Background: an optimization exercise with open tools, aiming at small area, a short achievable clock period and few clock cycles per item. Do not read the settings as production practice. Only simulation tests tie the RTL to the original design; equivalence was not proved.

==> flow/design.v, too long to show whole: its modules and the start of the top module <==
// module booth_mul: 949 lines
// module mul_fa: 6 lines
// module mul_ha: 6 lines
// module invsqrt: 84 lines
module invsqrt (clk, rst, start, float_in, float_out, ready);
  // ...
==> flow/run.sh <==
#!/bin/bash
# synth_recipe.tcl (not shown) runs the flow's synth.tcl, then flattens the netlist and writes it again
# the make line also repeats each setting of config.mk as NAME=value (left out here)
make -C /OpenROAD-flow-scripts/flow DESIGN_CONFIG=/design/flow/config.mk WORK_HOME=/design/flow/orfs CLKGATE_MAP_FILE= SYNTH_SCRIPT=/design/flow/synth_recipe.tcl finish
==> flow/config.mk <==
export PLATFORM = sky130hd
export DESIGN_NAME = invsqrt
export DESIGN_NICKNAME = invsqrt
export VERILOG_FILES = /design/flow/design.v
export SDC_FILE = /design/flow/constraint.sdc
export NUM_CORES = 4
export LEC_CHECK = 0
export ABC_AREA = 1
export CAP_MARGIN = 20
export CORE_MARGIN = 2
export CORE_UTILIZATION = 70
export SETUP_SLACK_MARGIN = 2
export SLEW_MARGIN = 20
export SYNTH_HIERARCHICAL = 1
export SYNTH_MINIMUM_KEEP_SIZE = 0
==> flow/constraint.sdc <==
create_clock -name core_clock -period 11.0 [get_ports {clk}]
set_input_delay 2.2000 -clock core_clock [delete_from_list [all_inputs] [get_ports {clk}]]
set_output_delay 2.2000 -clock core_clock [all_outputs]
set_load 0.01 [all_outputs]
==> flow_metrics.tcl, run 1 <==
set metrics [dict create \
    gr-usage-met1_pct 87.57 \
    cts_buffers 5 \
    use_met2_pct 99.77 \
    holdBufCountCts 0 \
    post_cts_resized 321 \
    start_util_pct 71.15 \
    lastStage "5_1_grt" \
    netlist_area_um2 19770 \
    crit_endpoint "R[17]$_DFFE_PP_/D" \
    error "[ERROR GRT-0232] Routing congestion too high. Check the congestion heatmap in the GUI." \
    grt_max_degree 49 \
    ctsRootBufferMaster "clkbuf_16" \
    die_x_um 172.0 \
    ios 68 \
    yosysWarnings 7 \
    place_ws_ns 0.4443 \
    grt.busiest_layer "met2" \
    grt_use_met3_pct 82.72 \
    clk_path_buf_depth 2 \
    fp.dieH_um 172.0 \
    status "did not finish" \
    endpoint_type "sequential cell input" \
    dp.cells 3049 \
    cts_setup_buffers 120 \
    track_usage_pct 90.05 \
    avgSynthCellArea_um2 7.370 \
    row_count 61 \
    place.gp.congestion 1.149 \
    placed_area_um2 21060 \
    grt_overflow 314 \
    io_buffers 66 \
]
Testbench counts, summed over its fixed seeds: cycles 12,800, items 3,200.
==> run 2: changes to the inputs <==
--- a/flow/design.v
+++ b/flow/design.v
@@ -941,17 +941,275 @@
 wire s587, c588;
 mul_fa us587 (.a(pp11_24), .b(a[22]), .c(1'b1), .s(s587), .co(c588));
 wire s589, c590;
 mul_ha us589 (.a(c584), .b(s587), .s(s589), .co(c590));
 wire s591, c592;
 mul_fa us591 (.a(nn11), .b(a[23]), .c(c588), .s(s591), .co(c592));
 wire [47:0] ps = {c590, s589, c582, s581, c570, s569, c554, s553, c534, s533, c510, c496, c482, s481, c450, c432, c414, c394, c374, s371, c330, s329, c286, c264, c242, c220, c200, c180, c162, c144, c128, c112, c98, c84, s81, c60, c50, s47, s37, c24, s21, s15, s9, s5, c2, neg1, pp0_1, neg0};
 wire [47:0] pc = {s591, c586, s585, c576, s575, c562, s561, c544, s543, c522, s521, s509, s495, c466, s465, s449, s431, s413, s393, s373, s351, c308, s307, s285, s263, s241, s219, s199, s179, s161, s143, s127, s111, s97, s83, s71, s59, s49, s39, s31, s23, s17, s11, s7, s3, s1, 1'b0, pp0_0};
-assign p = ps + pc;
+wire [47:0] g0 = ps & pc;
+wire [47:0] p0 = ps ^ pc;
+wire G1_1 = g0[1] | (p0[1] & g0[0]);
+wire P1_1 = p0[1] & p0[0];
+wire G1_3 = g0[3] | (p0[3] & g0[2]);
+wire P1_3 = p0[3] & p0[2];
+wire G1_5 = g0[5] | (p0[5] & g0[4]);
+wire P1_5 = p0[5] & p0[4];
+wire G1_7 = g0[7] | (p0[7] & g0[6]);
+wire P1_7 = p0[7] & p0[6];
+wire G1_9 = g0[9] | (p0[9] & g0[8]);
+wire P1_9 = p0[9] & p0[8];
+wire G1_11 = g0[11] | (p0[11] & g0[10]);
+wire P1_11 = p0[11] & p0[10];
+wire G1_13 = g0[13] | (p0[13] & g0[12]);
+wire P1_13 = p0[13] & p0[12];
+wire G1_15 = g0[15] | (p0[15] & g0[14]);
+wire P1_15 = p0[15] & p0[14];
+wire G1_17 = g0[17] | (p0[17] & g0[16]);
+wire P1_17 = p0[17] & p0[16];
+wire G1_19 = g0[19] | (p0[19] & g0[18]);
+wire P1_19 = p0[19] & p0[18];
+wire G1_21 = g0[21] | (p0[21] & g0[20]);
+wire P1_21 = p0[21] & p0[20];
+wire G1_23 = g0[23] | (p0[23] & g0[22]);
+wire P1_23 = p0[23] & p0[22];
+wire G1_25 = g0[25] | (p0[25] & g0[24]);
+wire P1_25 = p0[25] & p0[24];
+wire G1_27 = g0[27] | (p0[27] & g0[26]);
+wire P1_27 = p0[27] & p0[26];
+wire G1_29 = g0[29] | (p0[29] & g0[28]);
+wire P1_29 = p0[29] & p0[28];
+wire G1_31 = g0[31] | (p0[31] & g0[30]);
+wire P1_31 = p0[31] & p0[30];
+wire G1_33 = g0[33] | (p0[33] & g0[32]);
+wire P1_33 = p0[33] & p0[32];
+wire G1_35 = g0[35] | (p0[35] & g0[34]);
+wire P1_35 = p0[35] & p0[34];
+wire G1_37 = g0[37] | (p0[37] & g0[36]);
+wire P1_37 = p0[37] & p0[36];
+wire G1_39 = g0[39] | (p0[39] & g0[38]);
+wire P1_39 = p0[39] & p0[38];
+wire G1_41 = g0[41] | (p0[41] & g0[40]);
+wire P1_41 = p0[41] & p0[40];
+wire G1_43 = g0[43] | (p0[43] & g0[42]);
+wire P1_43 = p0[43] & p0[42];
+wire G1_45 = g0[45] | (p0[45] & g0[44]);
+wire P1_45 = p0[45] & p0[44];
+wire G1_47 = g0[47] | (p0[47] & g0[46]);
+wire P1_47 = p0[47] & p0[46];
+wire G2_2 = g0[2] | (p0[2] & G1_1);
+wire P2_2 = p0[2] & P1_1;
+wire G2_3 = G1_3 | (P1_3 & G1_1);
+wire P2_3 = P1_3 & P1_1;
+wire G2_6 = g0[6] | (p0[6] & G1_5);
+wire P2_6 = p0[6] & P1_5;
+wire G2_7 = G1_7 | (P1_7 & G1_5);
+wire P2_7 = P1_7 & P1_5;
+wire G2_10 = g0[10] | (p0[10] & G1_9);
+wire P2_10 = p0[10] & P1_9;
+wire G2_11 = G1_11 | (P1_11 & G1_9);
+wire P2_11 = P1_11 & P1_9;
+wire G2_14 = g0[14] | (p0[14] & G1_13);
+wire P2_14 = p0[14] & P1_13;
+wire G2_15 = G1_15 | (P1_15 & G1_13);
+wire P2_15 = P1_15 & P1_13;
+wire G2_18 = g0[18] | (p0[18] & G1_17);
+wire P2_18 = p0[18] & P1_17;
+wire G2_19 = G1_19 | (P1_19 & G1_17);
+wire P2_19 = P1_19 & P1_17;
+wire G2_22 = g0[22] | (p0[22] & G1_21);
+wire P2_22 = p0[22] & P1_21;
+wire G2_23 = G1_23 | (P1_23 & G1_21);
+wire P2_23 = P1_23 & P1_21;
+wire G2_26 = g0[26] | (p0[26] & G1_25);
+wire P2_26 = p0[26] & P1_25;
+wire G2_27 = G1_27 | (P1_27 & G1_25);
+wire P2_27 = P1_27 & P1_25;
+wire G2_30 = g0[30] | (p0[30] & G1_29);
+wire P2_30 = p0[30] & P1_29;
+wire G2_31 = G1_31 | (P1_31 & G1_29);
+wire P2_31 = P1_31 & P1_29;
+wire G2_34 = g0[34] | (p0[34] & G1_33);
+wire P2_34 = p0[34] & P1_33;
+wire G2_35 = G1_35 | (P1_35 & G1_33);
+wire P2_35 = P1_35 & P1_33;
+wire G2_38 = g0[38] | (p0[38] & G1_37);
+wire P2_38 = p0[38] & P1_37;
+wire G2_39 = G1_39 | (P1_39 & G1_37);
+wire P2_39 = P1_39 & P1_37;
+wire G2_42 = g0[42] | (p0[42] & G1_41);
+wire P2_42 = p0[42] & P1_41;
+wire G2_43 = G1_43 | (P1_43 & G1_41);
+wire P2_43 = P1_43 & P1_41;
+wire G2_46 = g0[46] | (p0[46] & G1_45);
+wire P2_46 = p0[46] & P1_45;
+wire G2_47 = G1_47 | (P1_47 & G1_45);
+wire P2_47 = P1_47 & P1_45;
+wire G3_4 = g0[4] | (p0[4] & G2_3);
+wire P3_4 = p0[4] & P2_3;
+wire G3_5 = G1_5 | (P1_5 & G2_3);
+wire P3_5 = P1_5 & P2_3;
+wire G3_6 = G2_6 | (P2_6 & G2_3);
+wire P3_6 = P2_6 & P2_3;
+wire G3_7 = G2_7 | (P2_7 & G2_3);
+wire P3_7 = P2_7 & P2_3;
+wire G3_12 = g0[12] | (p0[12] & G2_11);
+wire P3_12 = p0[12] & P2_11;
+wire G3_13 = G1_13 | (P1_13 & G2_11);
+wire P3_13 = P1_13 & P2_11;
+wire G3_14 = G2_14 | (P2_14 & G2_11);
+wire P3_14 = P2_14 & P2_11;
+wire G3_15 = G2_15 | (P2_15 & G2_11);
+wire P3_15 = P2_15 & P2_11;
+wire G3_20 = g0[20] | (p0[20] & G2_19);
+wire P3_20 = p0[20] & P2_19;
+wire G3_21 = G1_21 | (P1_21 & G2_19);
+wire P3_21 = P1_21 & P2_19;
+wire G3_22 = G2_22 | (P2_22 & G2_19);
+wire P3_22 = P2_22 & P2_19;
+wire G3_23 = G2_23 | (P2_23 & G2_19);
+wire P3_23 = P2_23 & P2_19;
+wire G3_28 = g0[28] | (p0[28] & G2_27);
+wire P3_28 = p0[28] & P2_27;
+wire G3_29 = G1_29 | (P1_29 & G2_27);
+wire P3_29 = P1_29 & P2_27;
+wire G3_30 = G2_30 | (P2_30 & G2_27);
+wire P3_30 = P2_30 & P2_27;
+wire G3_31 = G2_31 | (P2_31 & G2_27);
+wire P3_31 = P2_31 & P2_27;
+wire G3_36 = g0[36] | (p0[36] & G2_35);
+wire P3_36 = p0[36] & P2_35;
+wire G3_37 = G1_37 | (P1_37 & G2_35);
+wire P3_37 = P1_37 & P2_35;
+wire G3_38 = G2_38 | (P2_38 & G2_35);
+wire P3_38 = P2_38 & P2_35;
+wire G3_39 = G2_39 | (P2_39 & G2_35);
+wire P3_39 = P2_39 & P2_35;
+wire G3_44 = g0[44] | (p0[44] & G2_43);
+wire P3_44 = p0[44] & P2_43;
+wire G3_45 = G1_45 | (P1_45 & G2_43);
+wire P3_45 = P1_45 & P2_43;
+wire G3_46 = G2_46 | (P2_46 & G2_43);
+wire P3_46 = P2_46 & P2_43;
+wire G3_47 = G2_47 | (P2_47 & G2_43);
+wire P3_47 = P2_47 & P2_43;
+wire G4_8 = g0[8] | (p0[8] & G3_7);
+wire P4_8 = p0[8] & P3_7;
+wire G4_9 = G1_9 | (P1_9 & G3_7);
+wire P4_9 = P1_9 & P3_7;
+wire G4_10 = G2_10 | (P2_10 & G3_7);
+wire P4_10 = P2_10 & P3_7;
+wire G4_11 = G2_11 | (P2_11 & G3_7);
+wire P4_11 = P2_11 & P3_7;
+wire G4_12 = G3_12 | (P3_12 & G3_7);
+wire P4_12 = P3_12 & P3_7;
+wire G4_13 = G3_13 | (P3_13 & G3_7);
+wire P4_13 = P3_13 & P3_7;
+wire G4_14 = G3_14 | (P3_14 & G3_7);
+wire P4_14 = P3_14 & P3_7;
+wire G4_15 = G3_15 | (P3_15 & G3_7);
+wire P4_15 = P3_15 & P3_7;
+wire G4_24 = g0[24] | (p0[24] & G3_23);
+wire P4_24 = p0[24] & P3_23;
+wire G4_25 = G1_25 | (P1_25 & G3_23);
+wire P4_25 = P1_25 & P3_23;
+wire G4_26 = G2_26 | (P2_26 & G3_23);
+wire P4_26 = P2_26 & P3_23;
+wire G4_27 = G2_27 | (P2_27 & G3_23);
+wire P4_27 = P2_27 & P3_23;
+wire G4_28 = G3_28 | (P3_28 & G3_23);
+wire P4_28 = P3_28 & P3_23;
+wire G4_29 = G3_29 | (P3_29 & G3_23);
+wire P4_29 = P3_29 & P3_23;
+wire G4_30 = G3_30 | (P3_30 & G3_23);
+wire P4_30 = P3_30 & P3_23;
+wire G4_31 = G3_31 | (P3_31 & G3_23);
+wire P4_31 = P3_31 & P3_23;
+wire G4_40 = g0[40] | (p0[40] & G3_39);
+wire P4_40 = p0[40] & P3_39;
+wire G4_41 = G1_41 | (P1_41 & G3_39);
+wire P4_41 = P1_41 & P3_39;
+wire G4_42 = G2_42 | (P2_42 & G3_39);
+wire P4_42 = P2_42 & P3_39;
+wire G4_43 = G2_43 | (P2_43 & G3_39);
+wire P4_43 = P2_43 & P3_39;
+wire G4_44 = G3_44 | (P3_44 & G3_39);
+wire P4_44 = P3_44 & P3_39;
+wire G4_45 = G3_45 | (P3_45 & G3_39);
+wire P4_45 = P3_45 & P3_39;
+wire G4_46 = G3_46 | (P3_46 & G3_39);
+wire P4_46 = P3_46 & P3_39;
+wire G4_47 = G3_47 | (P3_47 & G3_39);
+wire P4_47 = P3_47 & P3_39;
+wire G5_16 = g0[16] | (p0[16] & G4_15);
+wire P5_16 = p0[16] & P4_15;
+wire G5_17 = G1_17 | (P1_17 & G4_15);
+wire P5_17 = P1_17 & P4_15;
+wire G5_18 = G2_18 | (P2_18 & G4_15);
+wire P5_18 = P2_18 & P4_15;
+wire G5_19 = G2_19 | (P2_19 & G4_15);
+wire P5_19 = P2_19 & P4_15;
+wire G5_20 = G3_20 | (P3_20 & G4_15);
+wire P5_20 = P3_20 & P4_15;
+wire G5_21 = G3_21 | (P3_21 & G4_15);
+wire P5_21 = P3_21 & P4_15;
+wire G5_22 = G3_22 | (P3_22 & G4_15);
+wire P5_22 = P3_22 & P4_15;
+wire G5_23 = G3_23 | (P3_23 & G4_15);
+wire P5_23 = P3_23 & P4_15;
+wire G5_24 = G4_24 | (P4_24 & G4_15);
+wire P5_24 = P4_24 & P4_15;
+wire G5_25 = G4_25 | (P4_25 & G4_15);
+wire P5_25 = P4_25 & P4_15;
+wire G5_26 = G4_26 | (P4_26 & G4_15);
+wire P5_26 = P4_26 & P4_15;
+wire G5_27 = G4_27 | (P4_27 & G4_15);
+wire P5_27 = P4_27 & P4_15;
+wire G5_28 = G4_28 | (P4_28 & G4_15);
+wire P5_28 = P4_28 & P4_15;
+wire G5_29 = G4_29 | (P4_29 & G4_15);
+wire P5_29 = P4_29 & P4_15;
+wire G5_30 = G4_30 | (P4_30 & G4_15);
+wire P5_30 = P4_30 & P4_15;
+wire G5_31 = G4_31 | (P4_31 & G4_15);
+wire P5_31 = P4_31 & P4_15;
+wire G6_32 = g0[32] | (p0[32] & G5_31);
+wire P6_32 = p0[32] & P5_31;
+wire G6_33 = G1_33 | (P1_33 & G5_31);
+wire P6_33 = P1_33 & P5_31;
+wire G6_34 = G2_34 | (P2_34 & G5_31);
+wire P6_34 = P2_34 & P5_31;
+wire G6_35 = G2_35 | (P2_35 & G5_31);
+wire P6_35 = P2_35 & P5_31;
+wire G6_36 = G3_36 | (P3_36 & G5_31);
+wire P6_36 = P3_36 & P5_31;
+wire G6_37 = G3_37 | (P3_37 & G5_31);
+wire P6_37 = P3_37 & P5_31;
+wire G6_38 = G3_38 | (P3_38 & G5_31);
+wire P6_38 = P3_38 & P5_31;
+wire G6_39 = G3_39 | (P3_39 & G5_31);
+wire P6_39 = P3_39 & P5_31;
+wire G6_40 = G4_40 | (P4_40 & G5_31);
+wire P6_40 = P4_40 & P5_31;
+wire G6_41 = G4_41 | (P4_41 & G5_31);
+wire P6_41 = P4_41 & P5_31;
+wire G6_42 = G4_42 | (P4_42 & G5_31);
+wire P6_42 = P4_42 & P5_31;
+wire G6_43 = G4_43 | (P4_43 & G5_31);
+wire P6_43 = P4_43 & P5_31;
+wire G6_44 = G4_44 | (P4_44 & G5_31);
+wire P6_44 = P4_44 & P5_31;
+wire G6_45 = G4_45 | (P4_45 & G5_31);
+wire P6_45 = P4_45 & P5_31;
+wire G6_46 = G4_46 | (P4_46 & G5_31);
+wire P6_46 = P4_46 & P5_31;
+wire G6_47 = G4_47 | (P4_47 & G5_31);
+wire P6_47 = P4_47 & P5_31;
+assign p = p0 ^ {G6_46, G6_45, G6_44, G6_43, G6_42, G6_41, G6_40, G6_39, G6_38, G6_37, G6_36, G6_35, G6_34, G6_33, G6_32, G5_31, G5_30, G5_29, G5_28, G5_27, G5_26, G5_25, G5_24, G5_23, G5_22, G5_21, G5_20, G5_19, G5_18, G5_17, G5_16, G4_15, G4_14, G4_13, G4_12, G4_11, G4_10, G4_9, G4_8, G3_7, G3_6, G3_5, G3_4, G2_3, G2_2, G1_1, g0[0], 1'b0};
 endmodule
 module mul_fa (a, b, c, s, co);
 input wire a, b, c;
 output wire s, co;
 assign s = a ^ b ^ c;
 assign co = (a & b) | (a & c) | (b & c);
 endmodule
 module mul_ha (a, b, s, co);
==> flow/config.mk (replaced) <==
export PLATFORM = sky130hd
export DESIGN_NAME = invsqrt
export DESIGN_NICKNAME = invsqrt
export VERILOG_FILES = /design/flow/design.v
export SDC_FILE = /design/flow/constraint.sdc
export NUM_CORES = 4
export LEC_CHECK = 0
export ABC_AREA = 1
export CAP_MARGIN = 20
export CORE_MARGIN = 2
export CORE_UTILIZATION = 55
export SETUP_SLACK_MARGIN = 3
export SLEW_MARGIN = 20
export SYNTH_HIERARCHICAL = 1
export SYNTH_MINIMUM_KEEP_SIZE = 0
export TNS_END_PERCENT = 0
==> run 2 against run 1 <==
Effect of this change: now clean on timing, DRC and antenna; synthesized area fell by 5.2%; synthesized cell count fell by 9.4%.
==> flow_metrics.tcl, run 2 <==
set metrics [dict create \
    status "finished clean" \
    final_nets 3032 \
    antenna_found_initial 0 \
    die_x_um 188.6 \
    skew_ns 0.006186 \
    drt_wl_total_mm 74.49 \
    synthToLayoutAreaGrowth_pct 25.93 \
    min_path_type "register to register" \
    report.final.slew_viol_count 0 \
    grt_pass1_vias 19460 \
    fmax_ghz 0.1104 \
    cts_sinks 32 \
    drive_gt1_share_pct 26.05 \
    drtPass1Iterations 12 \
    crit_arrival_ns 9.09 \
    worstHoldEndpoint "state[1]$_SDFFE_PP0P_" \
    drv_cap 0 \
    grt_first_pass_wirelength_mm 113.5 \
    timing.rr.start "R[14]$_DFFE_PP_" \
    rrSetupSlack_ns 1.95 \
    cts.clk_slew.worst_paths_ns 0.06 \
    relSlewSlack_pct 25.90 \
    die_area_um2 35570 \
    vias 19770 \
    h-tree-depth 2 \
    dp_hpwl_mm 51.49 \
    fin_area_um2 23600 \
    track_usage_pct 41.52 \
    min_period_ns 9.054 \
    core_area_um2 33530 \
    final_common_cell "nand2_1" \
    insertion_delay_ns 0.29 \
    wl_per_cell_um 24.20 \
    regArea_um2 940.9 \
    r2r-end "R[8]$_DFFE_PP_" \
    drc 0 \
    holdBufCountCts 0 \
    rsz0062_at_grt "true" \
    start_util_pct 55.89 \
    holdPathStages 2 \
    worst_path_largest_cell_delay_ns 0.55 \
    io_buffers 66 \
    crit_path_end_kind "register" \
    ctsRootBufferMaster "clkbuf_16" \
    timing.setup.tns_ns 0 \
    critPathKind "register to register" \
    row_count 67 \
    fillers 2681 \
    setup_ws_ns 1.946 \
    place_ws_ns 0.7312 \
    crit_fanout 12 \
    regMostFlops "R" \
    cts_tree "built" \
    avgSynthCellArea_um2 7.709 \
    synthCells 2431 \
    antenna_left 0 \
    setup_viol 0 \
    layout_common_cells "nand2_1 (403), xor2_1 (316), o22ai_1 (259), fa_1 (214), buf_4 (213)" \
    netlist_area_um2 18740 \
    fp.dieH_um 188.6 \
    antennaDiodeCount 0 \
    reg.largest.list "R: 25 flops, K: 2 flops, state: 2 flops" \
    finalCritPeriodShare_pct 82.31 \
    cp.required_ns 11.04 \
    hold_violations 0 \
    r2r_cells 40 \
    largest_reg_flops 25 \
    yosysWarnings 7 \
    worst_pin_slew_ns 1.100 \
    cts_buffers 5 \
    grt_overflow 0 \
    clk_path_buf_depth 2 \
    hold_start "state[1]$_SDFFE_PP0P_" \
    startpoint_type "register" \
    ios 68 \
    cpMaxStageDelayCell "fa_2" \
    grt_max_degree 58 \
    placed_area_um2 20250 \
    vias_per_cell 6.423 \
    drt_iter0_drc 2449 \
    multi_input_comb_area_um2 17690 \
    place.gp.congestion 0.9859 \
    post-route-util_pct 70.38 \
]
run 2: repair_timing:
action | in CTS | in global routing
resized for setup | 337 | 78
endpoints found under the setup margin | 31 | 28
gates cloned | 21 | 6
setup buffers | 157 | 27
pin swaps | 115 | 64
run 2: worst max path at each step:
stage,end,start
after floorplan,R[0]$_DFFE_PP_,float_in[6]
after global placement,R[10]$_DFFE_PP_,float_in[6]
after detailed placement,R[11]$_DFFE_PP_,float_in[6]
after CTS,R[10]$_DFFE_PP_,float_in[7]
after global routing,R[8]$_DFFE_PP_,R[14]$_DFFE_PP_
final,R[8]$_DFFE_PP_,R[14]$_DFFE_PP_
run 2: area by class of cell:
cell class	instances	area share, %
Timing Repair inverter	9	0.2333
Multi-Input combinational cell	2018	74.97
Timing Repair Buffer	334	13.66
Inverter	229	4.066
Tap cell	448	2.375
Clock buffer	5	0.5302
Clock inverter	3	0.1803
Sequential cell	32	3.987
run 2: per-layer routing:
metal  vias up  share of wire (%)  GRT usage [%]
li1       8503                  -              -
met1      9493                 38          56.15
met2      1438                 42          61.96
met3       335                 13          11.59
met4         0                6.1          18.81
met5         -                  0              0
run 2: worst max-delay path, delay by kind of cell, from the launching register on:
kind / cells / cell delay [ns]
adder cells (fa/ha/maj): 8 / 3.50
AND/OR/NAND/NOR: 18 / 2.63
AO/OA/AOI/OAI: 7 / 1.11
buffers and inverters: 6 / 0.84
flip-flops: 1 / 0.45
XOR/XNOR: 1 / 0.26
run 2: per-stage QoR:
step                      hold slack, ns  std cells
after floorplan                   0.4697       2446
after global placement            0.4929       2859
after detailed placement          0.5162       2859
after CTS                         0.5252       3045
after global routing              0.5590       3078
final                             0.5255       3078
Testbench counts of run 2, summed over its fixed seeds: cycles 12,800, items 3,200.
==> run 3: changes to the inputs <==
--- a/flow/config.mk
+++ b/flow/config.mk
@@ -10,4 +10,4 @@
 export CORE_MARGIN = 2
-export CORE_UTILIZATION = 55
-export SETUP_SLACK_MARGIN = 3
+export CORE_UTILIZATION = 62
+export SETUP_SLACK_MARGIN = 2
 export SLEW_MARGIN = 20
==> run 3 against run 2 <==
Effect of this change: first-iteration DRC count is 18% higher; core utilization is 7.6 points higher; wire length is 1.8% lower; die area is 11% lower; non-clock buffer count is 32 lower; still clean; worst setup slack worse by 0.035 ns; maximum frequency is 0.39% lower; clock skew is 0.0029 ns higher.
==> flow_metrics.tcl, run 3 <==
set metrics [dict create \
    status "finished clean" \
    drc 0 \
    cts_sinks 32 \
    grt_max_degree 55 \
    min_period_ns 9.089 \
    final_nets 2992 \
    ctsRootBufferMaster "clkbuf_16" \
    critPathKind "register to register" \
    drv_cap 0 \
    startpoint "R[11]$_DFFE_PP_" \
    skew_ns 0.009125 \
    track_usage_pct 44.31 \
    antenna_found_initial 1 \
    worst_pin_slew_ns 1.227 \
    use_met2_pct 65.67 \
    crit_arrival_ns 9.13 \
    timing.setup.tns_ns 0 \
    layout_common_cells "nand2_1 (393), xor2_1 (311), o22ai_1 (257), fa_1 (206), buf_4 (190)" \
    dp.cells 2785 \
    grt_pass1_vias 19070 \
    path_common_cell "fa_1" \
    crit_family "adder cells" \
    fp.dieH_um 177.9 \
    synthToLayoutAreaGrowth_pct 23.69 \
    die_area_um2 31630 \
    rrSetupSlack_ns 1.91 \
    holdBufCountCts 0 \
    vias 19860 \
    grt.busiest_layer "met2" \
    drtPass1Iterations 8 \
    fillers 2092 \
    hold_violations 0 \
    reg.largest.list "R: 25 flops, K: 2 flops, state: 2 flops" \
    finalCritPeriodShare_pct 82.63 \
    cp.required_ns 11.04 \
    cts_buffers 5 \
    start_util_pct 63.06 \
    insertion_delay_ns 0.29 \
    clk_path_buf_depth 2 \
    startpoint_type "register" \
    post-route-util_pct 78.01 \
    gr-usage-met1_pct 58.19 \
    vias_per_cell 6.663 \
    cts_tree "built" \
    ios 68 \
    fin_area_um2 23180 \
    cpMaxStageDelayCell "edfxtp_1" \
    place.gp.congestion 0.9976 \
    hold_start "state[1]$_SDFFE_PP0P_" \
    core_area_um2 29720 \
    io_buffers 66 \
    setup_viol 0 \
    worst_path_largest_cell_delay_ns 0.57 \
    antenna_left 0 \
    drt_wl_total_mm 73.14 \
    synthCells 2431 \
    fmax_ghz 0.1100 \
    rsz0062_at_grt "true" \
    row_count 63 \
    netlist_area_um2 18740 \
    drive_gt1_share_pct 25.10 \
    final_common_cell "nand2_1" \
    grt_use_met3_pct 14.91 \
    final_cells 2981 \
    min_path_type "register to register" \
    largest_reg_flops 25 \
    cts.clk_slew.worst_paths_ns 0.06 \
    grt_first_pass_wirelength_mm 106.9 \
    wl_per_cell_um 24.53 \
    crit_path_end_kind "register" \
    drt_iter0_drc 2881 \
    timing.rr.start "R[11]$_DFFE_PP_" \
    report.final.slew_viol_count 0 \
    regMostFlops "R" \
    h-tree-depth 2 \
    avgSynthCellArea_um2 7.709 \
    yosysWarnings 7 \
    dp_hpwl_mm 49.42 \
    placed_area_um2 19700 \
    grt_overflow 0 \
    die_x_um 177.9 \
    crit_fanout 16 \
    relSlewSlack_pct 17.34 \
    path_buf_inv 8 \
]
-- run 3: worst reg2reg max path: cells and delay by family, from the launching register on --
family | cells | cell delay [ns]
compound gates | 6 | 1.41
fa+ha+maj | 9 | 3.82
buf+inv | 8 | 0.91
flops | 1 | 0.57
xor+xnor | 1 | 0.29
simple gates | 14 | 1.87
-- run 3: area by class of cell --
type                            count  area (um2)  share of cell area (%)
Antenna cell                        1       2.502                 0.01080
Clock buffer                        6       128.9                  0.5559
Clock inverter                      2       35.03                  0.1511
Inverter                          229       952.2                   4.108
Multi-Input combinational cell   2014       17690                   76.30
Sequential cell                    32       940.9                   4.059
Tap cell                          390       488.0                   2.105
Timing Repair Buffer              302        2915                   12.58
Timing Repair inverter              5       30.03                  0.1295
-- run 3: through the flow --
step                setup WS (ns)  hold slack (ns)
CTS                         2.001           0.5330
finish                      1.911           0.5415
floorplan                   1.998           0.4697
global placement           0.7377           0.4959
global route                1.659           0.5636
detailed placement         0.5604           0.5215
-- run 3: final timing paths --
| check | end | cells after the start |
|---|---|---|
| worst max-delay path | R[10]$_DFFE_PP_ | 38 |
| worst min-delay path | state[1]$_SDFFE_PP0P_ | 2 |
| worst max register to register | R[10]$_DFFE_PP_ | 38 |
| worst min register to register | state[1]$_SDFFE_PP0P_ | 2 |
-- run 3: per-layer routing --
layer / vias up / part of all wire [%]
met5: - / 0.019
met4: 2 / 6.8
met3: 387 / 15
met2: 1656 / 43
met1: 9389 / 36
li1: 8428 / -
-- run 3: timing repair --
item                                    CTS  global route
gates cloned                             11             6
endpoints found under the setup margin   25            25
hold endpoints to repair                  0             0
pin swaps                                59           121
setup buffers                            88            82
gates resized for setup                 252           238
==> module invsqrt, before the edit <==
module invsqrt (clk, rst, start, float_in, float_out, ready);
input wire start;
input wire clk;
input wire rst;
input wire [31:0] float_in;
output wire [31:0] float_out;
output wire ready;
localparam IDLE = 2'd0,
           S1   = 2'd1,
           S2   = 2'd2,
           DONE = 2'd3;
reg  [1:0]   state;
reg  [24:0]  R;       
reg  [1:0]   K;       
reg          wrap1;   
reg          wrap3;   
reg          e_ov;    
wire [31:0] y  = 32'h5f3759df - (float_in >> 1);
wire [7:0]  ye = y[30:23];
wire [7:0]  xe = float_in[30:23];
wire [22:0] xm = float_in[22:0];
wire in_s1 = (state == S1);
wire in_s2 = (state == S2);
wire        Rn  = R[24];
wire [22:0] Rhi = R[23:1];
wire        Rr  = R[0];
function [24:0] sub_1d5;
    input [1:0]  te;
    input [22:0] hi;
    input        r;
    reg   [1:0]  s;
    reg   [25:0] negu, w;
    reg   [3:0]  ds;
    reg   [26:0] m_sub, mo;
    begin
        s = (te == 2'b10) ? 2'd1 : (te == 2'b01) ? 2'd2 : 2'd0;
        negu = (r & (&hi)) ? 26'h3800000 : ({3'b110, ~hi} + {25'd0, ~r});
        ds = (s == 2'd1) ? 4'h6 : (s == 2'd2) ? 4'hC : 4'h3;
        w = {negu[25:22] + ds, negu[21:0]};
        m_sub = (s == 2'd1) ? {w[24:0], 2'b00} : (s == 2'd2) ? {w, 1'b0} : {w[23:0], 3'b000};
        mo = m_sub[26] ? m_sub : (m_sub << 1);
        sub_1d5 = {m_sub[26], mo[25:2]};
    end
endfunction
wire [24:0] sub = sub_1d5(K + {1'b0, Rn & ~wrap1}, Rhi, Rr);
wire [22:0] a3   = sub[23:1];
wire        r3   = sub[0];
wire        ov2  = sub[24];
wire [23:0] opa = in_s1 ? {1'b1, xm} : {1'b1, y[22:0]};
wire [23:0] opb = in_s1 ? {1'b1, Rhi} : in_s2 ? {1'b1, a3} : {1'b1, y[22:0]};
wire        cin = in_s1 ? Rr : in_s2 ? r3 : 1'b0;
wire [47:0] P;
booth_mul mul (.a(opa), .b(opb), .cin(cin), .p(P));
wire        n3  = Rn & ~wrap3;
wire [22:0] m3  = Rhi + {22'd0, Rr};
wire [7:0]  oe  = ye + {7'd0, e_ov} - 8'd1 + {7'd0, n3};
wire error = (float_in == 32'b0) || (float_in[30:23] == 8'hFF) || float_in[31];
assign float_out = error ? 32'h7FFFFFFF : {1'b0, oe, m3};
assign ready = (state == DONE);
always @(posedge clk) begin
    if (rst)
        state <= IDLE;
    else if (start)
        state <= S1;
    else if (in_s1)
        state <= S2;
    else if (in_s2)
        state <= DONE;
end
always @(posedge clk) begin
    if (start || in_s1 || in_s2)
        R <= {P[47], P[47] ? P[46:24] : P[45:23], (P[47] & ~start) ? P[23] : P[22]};
    if (start)
        K <= {ye[0], 1'b0} + xe[1:0] + 2'd1;
    if (in_s1) begin
        K <= K + {1'b0, Rn};
        wrap1 <= Rr & (&Rhi);
    end
    if (in_s2) begin
        e_ov <= ov2;
        wrap3 <= r3 & (&a3);
    end
end
endmodule
==> run 4: changes to the inputs <==
--- a/flow/design.v
+++ b/flow/design.v
@@ -1252,2 +1252,3 @@
     reg   [1:0]  s;
+    reg          ov;
     reg   [25:0] negu, w;
@@ -1261,4 +1262,6 @@
         m_sub = (s == 2'd1) ? {w[24:0], 2'b00} : (s == 2'd2) ? {w, 1'b0} : {w[23:0], 3'b000};
-        mo = m_sub[26] ? m_sub : (m_sub << 1);
-        sub_1d5 = {m_sub[26], mo[25:2]};
+        ov = (s == 2'd0) ? (hi[22] & ((|hi[21:0]) | r) & ~(r & (&hi))) :
+             (s == 2'd1) ? ((~(|hi) & ~r) | (r & (&hi))) : 1'b1;
+        mo = ov ? m_sub : (m_sub << 1);
+        sub_1d5 = {ov, mo[25:2]};
     end
==> run 4 against run 3 <==
Effect of this change: synthesized area is 1.8% higher; first-iteration DRC count grew 12%; sequential share of layout area is 0.15 points higher; maximum frequency increased by 1.5%; via count increased by 2.4%; clock skew decreased by 0.0042 ns.
==> flow_metrics.tcl, run 4 <==
set metrics [dict create \
    status "finished clean" \
    regMostFlops "R" \
    row_count 64 \
    yosysWarnings 7 \
    place.gp.congestion 1.019 \
    final_common_cell "nand2_1" \
    report.final.slew_viol_count 0 \
    drv_cap 0 \
    finalCritPeriodShare_pct 81.37 \
    placed_area_um2 20100 \
    holdPathStages 2 \
    die_area_um2 32200 \
    ios 68 \
    grt_first_pass_wirelength_mm 111.9 \
    layout_common_cells "nand2_1 (480), xor2_1 (318), o22ai_1 (271), fa_1 (247), inv_1 (208)" \
    fp.dieH_um 179.4 \
    wl_per_cell_um 24.48 \
    drc 0 \
    clk_path_buf_depth 2 \
    reg.largest.list "R: 25 flops, K: 2 flops, state: 2 flops" \
    grt_pass1_vias 19710 \
    final_nets 3048 \
    drive_gt1_share_pct 17.78 \
    crit_path_end_kind "register" \
    cts_buffers 5 \
    synthToLayoutAreaGrowth_pct 17.25 \
    cp.depth 34 \
    antenna_found_initial 1 \
    drtPass1Iterations 8 \
    vias 20330 \
    cp.required_ns 11.02 \
    final_cells 3049 \
    relSlewSlack_pct 28.60 \
    min_period_ns 8.951 \
    avgSynthCellArea_um2 7.490 \
    crit_arrival_ns 8.98 \
    drt_wl_total_mm 74.64 \
    ctsRootBufferMaster "clkbuf_16" \
    crit_family "adder cells" \
    fmax_ghz 0.1117 \
    fillers 2412 \
    synthCells 2548 \
    r2r_cells 39 \
    dp_hpwl_mm 53.96 \
    vias_per_cell 6.669 \
    track_usage_pct 44.17 \
    start_util_pct 62.71 \
    grt_max_degree 35 \
    drt_iter0_drc 3222 \
    setup_viol 0 \
    fin_area_um2 22380 \
    hold_violations 0 \
    netlist_area_um2 19080 \
    startpoint_type "input port" \
    worst_pin_slew_ns 1.070 \
    cpMaxStageDelayCell "fa_1" \
    insertion_delay_ns 0.29 \
    cts_tree "built" \
    regArea_um2 940.9 \
    critPathKind "input port to register" \
    die_x_um 179.4 \
    multi_input_comb_area_um2 17470 \
    path_buf_inv 6 \
    skew_ns 0.004912 \
    cts_sinks 32 \
    cts.clk_slew.worst_paths_ns 0.06 \
    crit_fanout 12 \
    h-tree-depth 2 \
    grt_overflow 0 \
    antenna_left 0 \
    largest_reg_flops 25 \
    min_path_type "register to register" \
    core_area_um2 30430 \
    worst_path_largest_cell_delay_ns 0.54 \
    rsz0062_at_grt "true" \
    io_buffers 66 \
    dp.cells 2921 \
    timing.setup.tns_ns 0 \
    post-route-util_pct 73.53 \
]
run 4: metal layers:
layer  vias up  part of all wire, %  track usage, %  routed length [um]
met2      1773                   41           64.06               30340
met4         2                  6.0           17.98                4492
met3       419                   16           14.87               11750
li1       8587                    -               -                   -
met5         -                0.091               0                  68
met1      9552                   37           60.67               27990
run 4: final cells by class:
cell class / instances / area share [%]
repair inverters: 6 / 0.1789
flip-flops and latches: 32 / 4.205
clock inverters: 3 / 0.1901
diodes: 4 / 0.04474
well taps: 396 / 2.214
clock buffers: 5 / 0.5592
multi-input cells: 2116 / 78.08
inverters: 248 / 4.580
repair buffers: 239 / 9.948
run 4: what timing repair did:
action,4_1_cts,5_1_grt
pin swaps,30,57
resized for setup,150,191
setup endpoints to repair,25,25
gates cloned,4,10
buffers inserted,61,41
hold buffers,0,0
run 4: final timing paths:
check,startpoint,end,slack (ns)
min reg2reg,state[1]$_SDFFE_PP0P_,state[1]$_SDFFE_PP0P_,0.53
min,state[1]$_SDFFE_PP0P_,state[1]$_SDFFE_PP0P_,0.53
max,float_in[8],R[9]$_DFFE_PP_,2.05
max reg2reg,R[0]$_DFFE_PP_,R[9]$_DFFE_PP_,2.20
run 4: worst min-delay path: cells and delay by family, from the launching register on:
| family | cells | cell delay (ns) |
|---|---|---|
| compound gates | 1 | 0.07 |
| buf+inv | 1 | 0.08 |
| flops | 1 | 0.33 |
run 4: per-stage QoR:
step,hold slack (ns),setup WS [ns]
2_1_floorplan,0.4697,2.077
3_3_place_gp,0.4987,0.6926
3_5_place_dp,0.5272,0.6250
4_1_cts,0.5360,1.999
5_1_grt,0.5704,1.836
6_report,0.5311,2.049
Testbench counts of run 4, summed over its fixed seeds: cycles 12,800, items 3,200.
==> run 5: changes to the inputs <==
--- a/flow/design.v
+++ b/flow/design.v
@@ -1233,3 +1233,3 @@
 reg  [1:0]   state;
-reg  [24:0]  R;       
+reg  [47:22] R;       
 reg  [1:0]   K;       
@@ -1244,5 +1244,6 @@
 wire in_s2 = (state == S2);
-wire        Rn  = R[24];
-wire [22:0] Rhi = R[23:1];
-wire        Rr  = R[0];
+wire        Rn    = R[47];
+wire [22:0] Rhi   = Rn ? R[46:24] : R[45:23];
+wire        Rr    = Rn ? R[23] : R[22];
+wire        Rr_sq = R[22];
 function [24:0] sub_1d5;
@@ -1274,3 +1275,3 @@
 wire [23:0] opb = in_s1 ? {1'b1, Rhi} : in_s2 ? {1'b1, a3} : {1'b1, y[22:0]};
-wire        cin = in_s1 ? Rr : in_s2 ? r3 : 1'b0;
+wire        cin = in_s1 ? Rr_sq : in_s2 ? r3 : 1'b0;
 wire [47:0] P;
@@ -1295,3 +1296,3 @@
     if (start || in_s1 || in_s2)
-        R <= {P[47], P[47] ? P[46:24] : P[45:23], (P[47] & ~start) ? P[23] : P[22]};
+        R <= P[47:22];
     if (start)
@@ -1300,3 +1301,3 @@
         K <= K + {1'b0, Rn};
-        wrap1 <= Rr & (&Rhi);
+        wrap1 <= Rr_sq & (&Rhi);
     end
==> run 5 against run 4 <==
Effect of this change: still clean on timing, DRC and antenna; maximum frequency up 0.64%; synthesized cell count down 3.2%; non-clock buffer count down 14; design area down 1.2%; wire length about the same; cell count down 3.5%; global-route usage up 1.6 points; clock skew up 0.0033 ns; synthesized area down 0.94%.
==> flow_metrics.tcl, run 5 <==
set metrics [dict create \
    worst_path_largest_cell_delay_ns 0.66 \
    met2_length_mm 30.94 \
    drc 0 \
    timing.setup.tns_ns 0 \
    reg.largest.list "R: 26 flops, K: 2 flops, state: 2 flops" \
    placed_area_um2 19880 \
    report.final.slew_viol_count 0 \
    largest_reg_flops 26 \
    grt_max_degree 49 \
    antennaDiodeCount 0 \
    start_util_pct 63.44 \
    ios 68 \
    crit_path_end_kind "register" \
    io_buffers 66 \
    status "finished clean" \
    grt_pass1_vias 18700 \
    core_area_um2 29800 \
    grt_first_pass_wirelength_mm 108.8 \
    cts_buffers 5 \
    fp.dieH_um 178.6 \
    antenna_left 0 \
    wl_per_cell_um 25.39 \
    wl_met3_mm 11.85 \
    die_x_um 178.6 \
    cts_tree "built" \
    relSlewSlack_pct 12.90 \
    wl_met1_mm 27.23 \
    drive_gt1_share_pct 18.73 \
    rsz0062_at_grt "false" \
    clk_path_buf_depth 2 \
    crit_fanout 7 \
    h-tree-depth 2 \
    drv_cap 0 \
    post-route-util_pct 74.17 \
    min_path_type "register to register" \
    cts.clk_slew.worst_paths_ns 0.06 \
    synthCells 2466 \
    startpoint_type "input port" \
    holdBufCountCts 0 \
    yosysWarnings 7 \
    finalCritPeriodShare_pct 80.86 \
    crit_arrival_ns 8.93 \
    die_area_um2 31900 \
    vias 19610 \
    fin_area_um2 22100 \
    drtPass1Iterations 6 \
    grt_overflow 0 \
    ctsRootBufferMaster "clkbuf_16" \
    cts_sinks 33 \
    track_usage_pct 45.77 \
    path_common_cell "fa_1" \
    min_period_ns 8.894 \
    row_count 63 \
    cpMaxStageDelayCell "clkdlybuf4s50_1" \
    layout_common_cells "nand2_1 (482), xor2_1 (309), o22ai_1 (266), fa_1 (251), inv_1 (196)" \
    fillers 2327 \
    top_layer "met4" \
    synthToLayoutAreaGrowth_pct 16.92 \
    worst_pin_slew_ns 1.293 \
    insertion_delay_ns 0.29 \
    setup_viol 0 \
    final_common_cell "nand2_1" \
    final_nets 2954 \
    critPathKind "input port to register" \
    fmax_ghz 0.1124 \
    netlist_area_um2 18900 \
    drt_iter0_drc 2696 \
    hold_violations 0 \
    dp_hpwl_mm 53.94 \
    drt_wl_total_mm 74.71 \
    skew_ns 0.008221 \
    regMostFlops "R" \
    cp.required_ns 11.04 \
    antenna_found_initial 0 \
    avgSynthCellArea_um2 7.666 \
    place.gp.congestion 1.075 \
    vias_per_cell 6.666 \
]
==> run 5: per-layer routing <==
layer	up-vias	GRT usage, %
met5	-	0
met4	0	21.88
met3	348	16.07
met2	1648	66.38
met1	9313	61.00
li1	8301	-
==> run 5: area by class of cell <==
class / instances / area (um2) / share of cell area (%)
Timing Repair Buffer: 225 / 2173 / 9.834
Clock buffer: 5 / 125.1 / 0.5661
Timing Repair inverter: 2 / 16.27 / 0.07360
Multi-Input combinational cell: 2046 / 17300 / 78.29
Inverter: 238 / 978.4 / 4.427
Sequential cell: 33 / 970.9 / 4.393
Clock inverter: 3 / 46.29 / 0.2095
Tap cell: 390 / 488.0 / 2.208
==> run 5: final timing paths <==
kind                    startpoint               endpoint  slack [ns]  cells past startpoint
min reg2reg  state[1]$_SDFFE_PP0P_  state[1]$_SDFFE_PP0P_        0.53                      2
max                   float_in[18]        R[33]$_DFFE_PP_        2.11                     32
min          state[1]$_SDFFE_PP0P_  state[1]$_SDFFE_PP0P_        0.53                      2
max reg2reg        R[47]$_DFFE_PP_        R[33]$_DFFE_PP_        2.12                     47
==> run 5: critical path: cells and delay by family <==
kind | cells | cell delay [ns]
buf+inv | 6 | 1.08
compound gates | 5 | 0.61
fa+ha+maj | 7 | 3.23
xor+xnor | 2 | 0.25
simple gates | 12 | 1.52
==> run 5: stage by stage <==
stage	instances	hold WS [ns]	setup slack (ns)
after detailed placement	2832	0.5149	0.4447
final	2942	0.5337	2.106
after global routing	2942	0.5688	1.833
after global placement	2832	0.4896	0.6830
after CTS	2878	0.5229	1.955
after floorplan	2481	0.4697	2.034
==> run 5: what timing repair did <==
action / in CTS / in global routing
resized for setup: 114 / 170
gates cloned: 3 / 5
endpoints found under the setup margin: 29 / 28
pin swaps: 27 / 59
buffers inserted: 35 / 59
Testbench counts of run 5, summed over its fixed seeds: cycles 12,800, items 3,200.
==> run 6: changes to the inputs <==
==> flow/flow/run.sh (new file) <==
#!/bin/bash
# The standard layout, with the port buffers made of plain buffers
# (sky130_fd_sc_hd__buf_2) instead of the default delay-cell buffers.
set -euo pipefail
export BUFFER_PORTS_ARGS="-buffer_cell sky130_fd_sc_hd__buf_2"
bash standard.sh > standard_flow.log 2>&1
==> flow/standard.sh (new file) <==
#!/bin/bash
# synth_recipe.tcl (not shown) runs the flow's synth.tcl, then flattens the netlist and writes it again
# the make line also repeats each setting of config.mk as NAME=value (left out here)
make -C /OpenROAD-flow-scripts/flow DESIGN_CONFIG=/design/flow/config.mk WORK_HOME=/design/flow/orfs CLKGATE_MAP_FILE= SYNTH_SCRIPT=/design/flow/synth_recipe.tcl "${@:-finish}"
removed: flow/run.sh
==> run 6 against run 5 <==
Effect of this change: still clean on timing, DRC and antenna; sequential share of layout area up 0.055 points; global-route usage down 1.0 points; clock skew up 0.0023 ns; first-iteration DRC count up 17%; maximum frequency about the same; die area unchanged; via count up 0.45%; flip-flop and latch count unchanged; critical path depth up 3; core utilization down 0.92 points.
==> flow_metrics.tcl, run 6 <==
set metrics [dict create \
    min_period_ns 8.895 \
    skew_ns 0.01051 \
    dp_hpwl_mm 52.24 \
    report.final.slew_viol_count 0 \
    cts_sinks 33 \
    grt_pass1_vias 18440 \
    path_common_cell "nand2_4" \
    layout_common_cells "nand2_1 (480), xor2_1 (310), o22ai_1 (269), fa_1 (250), inv_1 (202)" \
    reg.largest.list "R: 26 flops, K: 2 flops, state: 2 flops" \
    vias_per_cell 6.662 \
    worst_path_largest_cell_delay_ns 0.56 \
    critPathKind "input port to register" \
    timing.setup.tns_ns 0 \
    track_usage_pct 44.78 \
    holdPathStages 2 \
    start_util_pct 63.44 \
    final_cells 2957 \
    rrSetupSlack_ns 2.14 \
    core_area_um2 29800 \
    drv_cap 0 \
    avgSynthCellArea_um2 7.666 \
    wl_per_cell_um 24.94 \
    die_x_um 178.6 \
    fillers 2321 \
    clk_path_buf_depth 2 \
    fin_area_um2 21830 \
    final_common_cell "nand2_1" \
    drtPass1Iterations 7 \
    h-tree-depth 2 \
    netlist_area_um2 18900 \
    cts.clk_slew.worst_paths_ns 0.06 \
    grt_overflow 0 \
    vias 19700 \
    cts_tree "built" \
    ios 68 \
    io_buffers 66 \
    startpoint_type "input port" \
    fp.dieH_um 178.6 \
    finalCritPeriodShare_pct 80.87 \
    final_nets 2969 \
    drc 0 \
    synthToLayoutAreaGrowth_pct 15.46 \
    ctsRootBufferMaster "clkbuf_16" \
    antenna_left 0 \
    setup_viol 0 \
    drive_gt1_share_pct 21.00 \
    hold_violations 0 \
    drt_iter0_drc 3144 \
    hold_start "state[1]$_SDFFE_PP0P_" \
    timing.rr.start "state[1]$_SDFFE_PP0P_" \
    antenna_found_initial 0 \
    min_path_type "register to register" \
    cpMaxStageDelayCell "fa_1" \
    grt_first_pass_wirelength_mm 107.2 \
    synthCells 2466 \
    placed_area_um2 19570 \
    crit_fanout 6 \
    worst_pin_slew_ns 1.191 \
    largest_reg_flops 26 \
    status "finished clean" \
    relSlewSlack_pct 19.79 \
    r2r-end "R[32]$_DFFE_PP_" \
    row_count 63 \
    crit_path_end_kind "register" \
    yosysWarnings 7 \
    regMostFlops "R" \
    r2r_cells 28 \
    antennaDiodeCount 0 \
    insertion_delay_ns 0.32 \
    cts_buffers 5 \
    rsz0062_at_grt "false" \
    dp.cells 2832 \
    die_area_um2 31900 \
    place.gp.congestion 1.041 \
    drt_wl_total_mm 73.76 \
    fmax_ghz 0.1124 \
    cp.required_ns 11.08 \
    grt_max_degree 49 \
    crit_arrival_ns 8.97 \
    worstHoldEndpoint "state[1]$_SDFFE_PP0P_" \
]
## run 6: what timing repair did
action / 4_1_cts / 5_1_grt
hold buffers: 0 / 0
setup buffers: 33 / 77
gates resized for setup: 69 / 209
gates cloned: 2 / 5
pin swaps: 13 / 84
endpoints found under the setup margin: 24 / 26
hold endpoints to repair: 0 / 0
## run 6: final cells by class
class	count	area, um2	share of cell area [%]
inverters	238	954.7	4.374
clock buffers	5	125.1	0.5733
multi-input cells	2046	17330	79.38
clock inverters	3	46.29	0.2121
repair buffers	238	1887	8.645
flip-flops and latches	33	970.9	4.449
repair inverters	4	28.78	0.1319
well taps	390	488.0	2.236
## run 6: worst max path at each step
stage / from / to / slack (ns) / cells after the start
floorplan: float_in[6] / R[32]$_DFFE_PP_ / 2.03 / 34
global placement: float_in[6] / R[32]$_DFFE_PP_ / 0.99 / 33
detailed placement: float_in[6] / R[33]$_DFFE_PP_ / 0.90 / 33
CTS: float_in[6] / R[43]$_DFFE_PP_ / 1.97 / 35
global route: float_in[7] / R[32]$_DFFE_PP_ / 1.88 / 34
finish: float_in[7] / R[32]$_DFFE_PP_ / 2.10 / 35
## run 6: worst max-delay path: cells and delay by family
family	cells	cell delay, ns
adder cells (fa/ha/maj)	8	3.41
AND/OR/NAND/NOR	15	1.51
AO/OA/AOI/OAI	4	0.83
buffers and inverters	6	0.64
XOR/XNOR	2	0.41
## run 6: per-stage QoR
| stage | setup slack, ns | utilization, % | hold slack, ns |
|---|---|---|---|
| final | 2.105 | 73.25 | 0.5119 |
| after global routing | 1.884 | 73.25 | 0.5668 |
| after CTS | 1.967 | 67.91 | 0.5124 |
| after detailed placement | 0.8967 | 65.67 | 0.5038 |
| after global placement | 0.9924 | 65.67 | 0.4899 |
| after floorplan | 2.034 | - | 0.4697 |
## run 6: per-layer routing
layer	share of wire [%]	up-vias	global-route usage (%)
li1	-	8316	-
met4	5.7	0	19.34
met1	36	9304	60.83
met5	0	-	0
met2	41	1717	64.66
met3	16	362	15.47
==> run 7: changes to the inputs <==
--- a/flow/config.mk
+++ b/flow/config.mk
@@ -11,3 +11,3 @@
 export CORE_UTILIZATION = 62
-export SETUP_SLACK_MARGIN = 2
+export SETUP_SLACK_MARGIN = 2.5
 export SLEW_MARGIN = 20
==> run 7 against run 6 <==
Effect of this change: flip-flop and latch count is the same; worst setup slack gained 0.20 ns; critical endpoint unchanged.
==> flow_metrics.tcl, run 7 <==
set metrics [dict create \
    ios 68 \
    grt_first_pass_wirelength_mm 108.4 \
    drtPass1Iterations 10 \
    fp.dieH_um 178.6 \
    reg.largest.list "R: 26 flops, K: 2 flops, state: 2 flops" \
    vias_per_cell 6.620 \
    cts_tree "built" \
    layout_common_cells "nand2_1 (478), xor2_1 (309), o22ai_1 (264), fa_1 (242), inv_1 (195)" \
    cp.required_ns 11.06 \
    cts_sinks 33 \
    crit_arrival_ns 8.76 \
    grt_overflow 0 \
    place_ws_ns 1.251 \
    yosysWarnings 7 \
    hold_violations 0 \
    rsz0062_at_grt "true" \
    vias 19780 \
    wl_per_cell_um 24.66 \
    avgSynthCellArea_um2 7.666 \
    crit_fanout 12 \
    drc 0 \
    cts.clk_slew.worst_paths_ns 0.06 \
    hold_start "state[1]$_SDFFE_PP0P_" \
    netlist_area_um2 18900 \
    skew_ns 0.004896 \
    rrSetupSlack_ns 2.41 \
    timing.setup.tns_ns 0 \
    post-route-util_pct 74.55 \
    row_count 63 \
    drt_iter0_drc 3147 \
    status "finished clean" \
    die_area_um2 31900 \
    holdBufCountCts 0 \
    dp_hpwl_mm 52.80 \
    die_x_um 178.6 \
    place.gp.congestion 0.9857 \
    finalCritPeriodShare_pct 79.08 \
    track_usage_pct 45.28 \
    crit_path_end_kind "register" \
    clk_path_buf_depth 2 \
    cts_buffers 5 \
    antenna_found_initial 0 \
    final_cells 2988 \
    setup_ws_ns 2.301 \
    core_area_um2 29800 \
    critPathKind "input port to register" \
    synthCells 2466 \
    startpoint "float_in[4]" \
    regMostFlops "R" \
    report.final.slew_viol_count 0 \
    antennaDiodeCount 0 \
    grt_max_degree 49 \
    h-tree-depth 2 \
    insertion_delay_ns 0.29 \
    relSlewSlack_pct 16.62 \
    dp.cells 2828 \
    final_common_cell "nand2_1" \
    antenna_left 0 \
    drt_wl_total_mm 73.67 \
    min_path_type "register to register" \
    min_period_ns 8.699 \
    setup_viol 0 \
    final_nets 3000 \
    startpoint_type "input port" \
    synthToLayoutAreaGrowth_pct 17.51 \
    drive_gt1_share_pct 22.90 \
    largest_reg_flops 26 \
    grt_pass1_vias 18780 \
    start_util_pct 63.44 \
    timing.rr.start "R[47]$_DFFE_PP_" \
    worst_pin_slew_ns 1.242 \
    io_buffers 66 \
    ctsRootBufferMaster "clkbuf_16" \
    fmax_ghz 0.1150 \
    drv_cap 0 \
]
==> run 7: routing by layer <==
layer  part of all wire, %  track usage, %  wire (um)
met1                    36           60.48      26690
met2                    41           64.37      30140
met3                    16           17.41      11570
met4                   7.0           21.51       5160
met5                  0.15               0        107
==> run 7: area by class of cell <==
| class | count | area (um2) |
|---|---|---|
| fill | 2338 | 7584 |
| clock buffer | 5 | 125.1 |
| timing repair inverter | 9 | 52.55 |
| clock inverter | 3 | 46.29 |
| timing repair buffer | 262 | 2034 |
| inverter | 238 | 999.7 |
| tap | 390 | 488.0 |
| multi-input combinational | 2048 | 17500 |
| sequential | 33 | 970.9 |
==> run 7: timing repair <==
item	4_1_cts	5_1_grt
pin swaps	22	77
buffers inserted	65	71
gates cloned	7	7
resized for setup	98	180
endpoints found under the setup margin	26	26
==> run 7: final timing paths <==
path / cells past startpoint / end
setup / recovery: 23 / R[32]$_DFFE_PP_
hold / removal: 2 / state[1]$_SDFFE_PP0P_
setup reg to reg: 38 / R[32]$_DFFE_PP_
hold reg to reg: 2 / state[1]$_SDFFE_PP0P_
==> run 7: metrics by stage <==
stage | area [um2] | hold WS (ns)
CTS | 20830 | 0.5159
global placement | 19680 | 0.4906
global route | 22210 | 0.5464
finish | 22210 | 0.5193
detailed placement | 19680 | 0.5062
floorplan | 19170 | 0.4697
==> run 7: critical path, stage by stage <==
cell	delay, ns
buf_2	0.16
o21ai_1	0.97
clkinvlp_4	0.78
o22ai_1	0.34
xor2_1	0.14
fa_1	0.46
fa_1	0.42
fa_1	0.40
fa_1	0.51
fa_1	0.41
ha_1	0.31
ha_1	0.30
nand2_1	0.08
inv_1	0.05
nand2_1	0.05
nand2_1	0.14
nand2_1	0.12
nand2_4	0.16
a21oi_4	0.10
nand2_8	0.10
inv_2	0.04
fa_1	0.47
inv_1	0.04

## separate check: timing with driven ports
No port has a modelled driver above. Below, the same layouts with a new extraction and two added sets of constraints. Step 1: set_driving_cell puts a clkbuf_16 on clk and a buf_2 on each other input, an assumption about the parent block. Step 2 also shifts input and output timing later by t, the mid clock arrival at the registers, as if the neighbouring blocks saw the same clock. a / b / c = ideal ports / drivers / drivers and shift; a / b = the first two.
| run | t, ns | slack for setup (ns) | worst register clock-pin slew, ns | worst data-port slew with drivers (ns) |
|---|---|---|---|---|
| run 2 | 0.328 | 1.946 / 1.946 / 1.798 | 0.06 / 0.06 | 0.05 |
| run 3 | 0.330 | 1.911 / 1.911 / 1.707 | 0.06 / 0.06 | 0.04 |
| run 4 | 0.330 | 2.049 / 2.065 / 1.735 | 0.06 / 0.06 | 0.05 |
| run 5 | 0.329 | 2.106 / 2.115 / 1.791 | 0.07 / 0.07 | 0.06 |
| run 6 | 0.354 | 2.105 / 2.119 / 1.765 | 0.07 / 0.07 | 0.06 |
| run 7 | 0.332 | 2.301 / 2.314 / 1.983 | 0.06 / 0.06 | 0.04 |
After both steps every run listed still meets setup and hold. For run 6, which loses most, drivers alone change the setup slack by +0.014 ns; drivers and shift together by -0.340 ns.
